From an optimization exercise on the open Yosys and OpenROAD flow, aimed at small area; shortcuts taken in it are not production practice.
The RTL was checked by simulation tests, not by an equivalence proof against the original design.
Power figures rest on the tool's default switching activity, not on a simulated workload.

== build 5 ==
// bdot256
module bdot256 #(
  parameter DATA_WIDTH = 1,
  parameter ACCU_WIDTH = 32,
  parameter VECTOR_LENGTH = 256,
  parameter MULT_LATENCY = 3,
  parameter INPUT_DELAY = 1,
  parameter TREE_DELAY = 1,
  parameter OUT_DELAY = 1,
  parameter ROW_NUM = 1
) (
  input  wire         clk,
  input  wire         rst,
  input  wire         ena,
  input  wire [31:0]  acc_reg,
  input  wire [255:0] a_in,
  input  wire [255:0] b_in,
  output wire [31:0]  result
);
For scale: about 280 flip-flops, about 580 I/O pins, about 0.017 mm2 of cells after synthesis.
Settings: LEC_CHECK=0, CAP_MARGIN=20, CORE_MARGIN=2, CORE_UTILIZATION=45, CTS_BUF_LIST=sky130_fd_sc_hd__clkbuf_4, PLACE_DENSITY=0.6, SLEW_MARGIN=20; clock period 5.0 ns.
standard.sh (not shown) runs the stock make flow with config.mk's settings and CLKGATE_MAP_FILE= SYNTH_SCRIPT=/design/flow/synth_recipe.tcl, a recipe that flattens the netlist after the stock synthesis.
==> flow/flow/run.sh <==
#!/bin/bash
# Standard ORFS layout (the standard.sh) with two changes:
#  - Yosys's generic `synth` pass runs with -noabc, so its internal ABC pre-mapping does not
#    scramble the polarity of the full-adder logic before extract_fa (fewer inverters);
#  - the port buffers that buffer_ports inserts on every input and output are buf_1.
set -euo pipefail
bash standard.sh "SYNTH_ARGS=-noabc" "BUFFER_PORTS_ARGS=-buffer_cell sky130_fd_sc_hd__buf_1" finish > standard.log 2>&1
Setup changes, build 5 to build 74
- removing CTS_BUF_LIST (formerly sky130_fd_sc_hd__clkbuf_4)
==> flow/flow/run.sh <==
#!/bin/bash
# Standard ORFS layout (the standard.sh) with these changes:
#  - Yosys's generic synth pass runs with -noabc, so its internal ABC pre-mapping does not
#    scramble the polarity of the full-adder logic before extract_fa (fewer inverters);
#  - the port buffers that buffer_ports inserts on every input and output are buf_1;
#  - clock tree: clkbuf_8 buffers, sink clusters of up to 16 flip-flops, no dummy loads.
set -euo pipefail
bash standard.sh "SYNTH_ARGS=-noabc" \
  "BUFFER_PORTS_ARGS=-buffer_cell sky130_fd_sc_hd__buf_1" \
  "CTS_ARGS=-sink_clustering_enable -repair_clock_nets -dont_use_dummy_load -buf_list sky130_fd_sc_hd__clkbuf_8 -sink_clustering_size 16 -sink_clustering_max_diameter 100" \
  finish > standard.log 2>&1
Results
[compare] base=build 5 new=build 74: required time at the endpoint of the critical path fell by 0.11 ns; part of the power in registers rose by 1.1 points; maximum clock skew at final layout stayed essentially flat; design area fell by 510 um2; number of clock-tree buffers in the layout fell by 70.
Clock latency of the later-clocked register in the worst-skew pair (lower): build 74
Build 74 vs. build 5: share of final layout cell area taken by non-clock buffers has increased, global-route usage went down, via count decreased by 2.9% relative to the old numbers.
Inputs modified between build 74 and build 77:
- putting GPL_TIMING_DRIVEN at 0 where nothing was set
==> flow/flow/run.sh <==
#!/bin/bash
# Standard ORFS layout (the standard.sh) with these changes:
#  - Yosys's generic synth pass runs with -noabc, so its internal ABC pre-mapping does not
#    scramble the polarity of the full-adder logic before extract_fa (fewer inverters);
#  - the port buffers that buffer_ports inserts on every input and output are buf_1;
#  - clock tree: clkbuf_8 buffers, sink clusters of up to 18 flip-flops, no dummy loads;
#  - the largest buffers and inverters are added to the platform's don't-use list, so the
#    enable net's buffer tree is built from smaller buffers.
set -euo pipefail
DU="sky130_fd_sc_hd__probe_p_8 sky130_fd_sc_hd__probec_p_8 sky130_fd_sc_hd__lpflow_bleeder_1 sky130_fd_sc_hd__lpflow_clkbufkapwr_1 sky130_fd_sc_hd__lpflow_clkbufkapwr_16 sky130_fd_sc_hd__lpflow_clkbufkapwr_2 sky130_fd_sc_hd__lpflow_clkbufkapwr_4 sky130_fd_sc_hd__lpflow_clkbufkapwr_8 sky130_fd_sc_hd__lpflow_clkinvkapwr_1 sky130_fd_sc_hd__lpflow_clkinvkapwr_16 sky130_fd_sc_hd__lpflow_clkinvkapwr_2 sky130_fd_sc_hd__lpflow_clkinvkapwr_4 sky130_fd_sc_hd__lpflow_clkinvkapwr_8 sky130_fd_sc_hd__lpflow_decapkapwr_12 sky130_fd_sc_hd__lpflow_decapkapwr_3 sky130_fd_sc_hd__lpflow_decapkapwr_4 sky130_fd_sc_hd__lpflow_decapkapwr_6 sky130_fd_sc_hd__lpflow_decapkapwr_8 sky130_fd_sc_hd__lpflow_inputiso0n_1 sky130_fd_sc_hd__lpflow_inputiso0p_1 sky130_fd_sc_hd__lpflow_inputiso1n_1 sky130_fd_sc_hd__lpflow_inputiso1p_1 sky130_fd_sc_hd__lpflow_inputisolatch_1 sky130_fd_sc_hd__lpflow_isobufsrc_1 sky130_fd_sc_hd__lpflow_isobufsrc_16 sky130_fd_sc_hd__lpflow_isobufsrc_2 sky130_fd_sc_hd__lpflow_isobufsrc_4 sky130_fd_sc_hd__lpflow_isobufsrc_8 sky130_fd_sc_hd__lpflow_isobufsrckapwr_16 sky130_fd_sc_hd__lpflow_lsbuf_lh_hl_isowell_tap_1 sky130_fd_sc_hd__lpflow_lsbuf_lh_hl_isowell_tap_2 sky130_fd_sc_hd__lpflow_lsbuf_lh_hl_isowell_tap_4 sky130_fd_sc_hd__lpflow_lsbuf_lh_isowell_4 sky130_fd_sc_hd__lpflow_lsbuf_lh_isowell_tap_1 sky130_fd_sc_hd__lpflow_lsbuf_lh_isowell_tap_2 sky130_fd_sc_hd__lpflow_lsbuf_lh_isowell_tap_4"
DU="$DU sky130_fd_sc_hd__buf_12 sky130_fd_sc_hd__buf_16 sky130_fd_sc_hd__bufbuf_8 sky130_fd_sc_hd__bufbuf_16 sky130_fd_sc_hd__bufinv_8 sky130_fd_sc_hd__bufinv_16 sky130_fd_sc_hd__inv_12 sky130_fd_sc_hd__inv_16"
bash standard.sh "SYNTH_ARGS=-noabc" \
  "BUFFER_PORTS_ARGS=-buffer_cell sky130_fd_sc_hd__buf_1" \
  "CTS_ARGS=-sink_clustering_enable -repair_clock_nets -dont_use_dummy_load -buf_list sky130_fd_sc_hd__clkbuf_8 -sink_clustering_size 18 -sink_clustering_max_diameter 100" \
  "DONT_USE_CELLS=$DU" \
  finish > standard.log 2>&1
## What came out
- Power of build 77 exceeds that of build 74 slightly.
- Count of non-filler cells in the finished layout: build 77 vs build 74, no meaningful difference
- Diff build 74 -> build 77: post-layout worst setup margin went down 0.013 ns, placed wire-length estimate after detailed placement went down about 2%.
- Delta (build 77 minus build 74): maximum clock frequency roughly the same, count of antenna diodes in the layout picked up an extra 12, final worst-path cycle share higher, core utilization went down by 0.18 points.
- Summary: with build 74 as the reference, area of all placed cells without fillers in build 77 moved down slightly.
- Build 77 ran to completion and came out clean on the timing, DRC and antenna checks.
- From build 77 to build 74, remaining number of nets flagged by the antenna check after routing did not move at all.
- Worst hold slack, build 77 and build 74, higher one = build 74.
What build 97 does differently from build 77 at the input level:
- PLACE_DENSITY changed from 0.6 to 0.7
- CORE_UTILIZATION changed from 45 to 55
==> flow/flow/run.sh <==
#!/bin/bash
# Standard ORFS layout (the standard.sh) with these changes:
#  - Yosys's generic synth pass runs with -noabc, so its internal ABC pre-mapping does not
#    scramble the polarity of the full-adder logic before extract_fa (fewer inverters);
#  - the port buffers that buffer_ports inserts on every input and output are buf_1;
#  - clock tree: clkbuf_8 buffers, sink clusters of up to 18 flip-flops, no dummy loads;
#  - the largest buffers and inverters are added to the platform's don't-use list, so the
#    enable net's buffer tree is built from smaller buffers;
#  - synthesis runs flow/synth.tcl: synth_recipe.tcl with a delay-relaxed ABC mapping script.
set -euo pipefail
DU="sky130_fd_sc_hd__probe_p_8 sky130_fd_sc_hd__probec_p_8 sky130_fd_sc_hd__lpflow_bleeder_1 sky130_fd_sc_hd__lpflow_clkbufkapwr_1 sky130_fd_sc_hd__lpflow_clkbufkapwr_16 sky130_fd_sc_hd__lpflow_clkbufkapwr_2 sky130_fd_sc_hd__lpflow_clkbufkapwr_4 sky130_fd_sc_hd__lpflow_clkbufkapwr_8 sky130_fd_sc_hd__lpflow_clkinvkapwr_1 sky130_fd_sc_hd__lpflow_clkinvkapwr_16 sky130_fd_sc_hd__lpflow_clkinvkapwr_2 sky130_fd_sc_hd__lpflow_clkinvkapwr_4 sky130_fd_sc_hd__lpflow_clkinvkapwr_8 sky130_fd_sc_hd__lpflow_decapkapwr_12 sky130_fd_sc_hd__lpflow_decapkapwr_3 sky130_fd_sc_hd__lpflow_decapkapwr_4 sky130_fd_sc_hd__lpflow_decapkapwr_6 sky130_fd_sc_hd__lpflow_decapkapwr_8 sky130_fd_sc_hd__lpflow_inputiso0n_1 sky130_fd_sc_hd__lpflow_inputiso0p_1 sky130_fd_sc_hd__lpflow_inputiso1n_1 sky130_fd_sc_hd__lpflow_inputiso1p_1 sky130_fd_sc_hd__lpflow_inputisolatch_1 sky130_fd_sc_hd__lpflow_isobufsrc_1 sky130_fd_sc_hd__lpflow_isobufsrc_16 sky130_fd_sc_hd__lpflow_isobufsrc_2 sky130_fd_sc_hd__lpflow_isobufsrc_4 sky130_fd_sc_hd__lpflow_isobufsrc_8 sky130_fd_sc_hd__lpflow_isobufsrckapwr_16 sky130_fd_sc_hd__lpflow_lsbuf_lh_hl_isowell_tap_1 sky130_fd_sc_hd__lpflow_lsbuf_lh_hl_isowell_tap_2 sky130_fd_sc_hd__lpflow_lsbuf_lh_hl_isowell_tap_4 sky130_fd_sc_hd__lpflow_lsbuf_lh_isowell_4 sky130_fd_sc_hd__lpflow_lsbuf_lh_isowell_tap_1 sky130_fd_sc_hd__lpflow_lsbuf_lh_isowell_tap_2 sky130_fd_sc_hd__lpflow_lsbuf_lh_isowell_tap_4"
DU="$DU sky130_fd_sc_hd__buf_6 sky130_fd_sc_hd__buf_8 sky130_fd_sc_hd__buf_12 sky130_fd_sc_hd__buf_16 sky130_fd_sc_hd__bufbuf_8 sky130_fd_sc_hd__bufbuf_16 sky130_fd_sc_hd__bufinv_8 sky130_fd_sc_hd__bufinv_16 sky130_fd_sc_hd__inv_12 sky130_fd_sc_hd__inv_16"
export FLOW_ABC_SCRIPT="$PWD/flow/abc_speed_relaxed.script"
bash standard.sh "SYNTH_ARGS=-noabc" "SYNTH_SCRIPT=$PWD/flow/synth.tcl" \
  "BUFFER_PORTS_ARGS=-buffer_cell sky130_fd_sc_hd__buf_1" \
  "CTS_ARGS=-sink_clustering_enable -repair_clock_nets -dont_use_dummy_load -buf_list sky130_fd_sc_hd__clkbuf_8 -sink_clustering_size 18 -sink_clustering_max_diameter 100" \
  "DONT_USE_CELLS=$DU" \
  finish > standard.log 2>&1
==> flow/flow/abc_speed_relaxed.script (new file) <==
&get -n
&st
&dch
&nf -R 100
&st
&syn2
&if -g -K 6
&synch2
&nf -R 100
&st
&syn2
&if -g -K 6
&synch2
&nf -R 100
&st
&syn2
&if -g -K 6
&synch2
&nf -R 100
&st
&syn2
&if -g -K 6
&synch2
&nf -R 100
&st
&syn2
&if -g -K 6
&synch2
&nf -R 100
&put
dnsize -c
==> flow/flow/synth.tcl (new file) <==
# The standard flow's synth_recipe.tcl, with ORFS's ABC mapping script swapped for
# flow/abc_speed_relaxed.script (ORFS's abc_speed.script with "&nf -R 100" and without its final
# buffer and upsize steps: the mapper may trade up to 100% of the best delay for area).
proc synth {args} { yosys synth -nofsm -noshare {*}$args }
proc abc {args} {
  set i [lsearch -exact $args -script]
  if {$i >= 0} { lset args [expr {$i + 1}] $::env(FLOW_ABC_SCRIPT) }
  yosys abc {*}$args
}
source $::env(SCRIPTS_DIR)/synth.tcl
# left out here: clear keep_hierarchy, flatten, clean up, hide names made inside functions, write 1_2_yosys.v
--- outcome ---
The combinational cell power was comparable across build 77 and build 97.
Build 97 vs build 77 — via density per instance rose 9.4%.
Build 97 vs build 77 on clock power: build 97 is the higher one.

[static timing again, ports no longer ideal]
No port has a modelled driver above. Below, the same layouts with a new extraction and two added sets of constraints. Step 1, drivers: a clkbuf_16 drives clk and a buf_2 each remaining input, both assumed. Step 2 moves the port delays by t, midway between the first and last clock arrival at a register: inputs arrive t later, outputs are due t later. That takes back most of the time a late clock gives input paths. Three values: ideal, step 1, step 2; two values: the first two.
run | shift t [ns] | setup WS [ns] | worst setup path at the end
build 5 | 0.675 | 0.225 / 0.237 / -0.438 | input to register
build 74 | 0.547 | 0.130 / 0.143 / -0.405 | input to register
build 77 | 0.523 | 0.117 / 0.138 / -0.385 | input to register
build 97 | 0.560 | 0.132 / 0.155 / -0.405 | input to register
With both steps, setup timing fails in every run listed, where it was met with ideal ports. For build 5, which loses most, drivers alone change the setup slack by +0.012 ns; drivers and shift together by -0.663 ns.
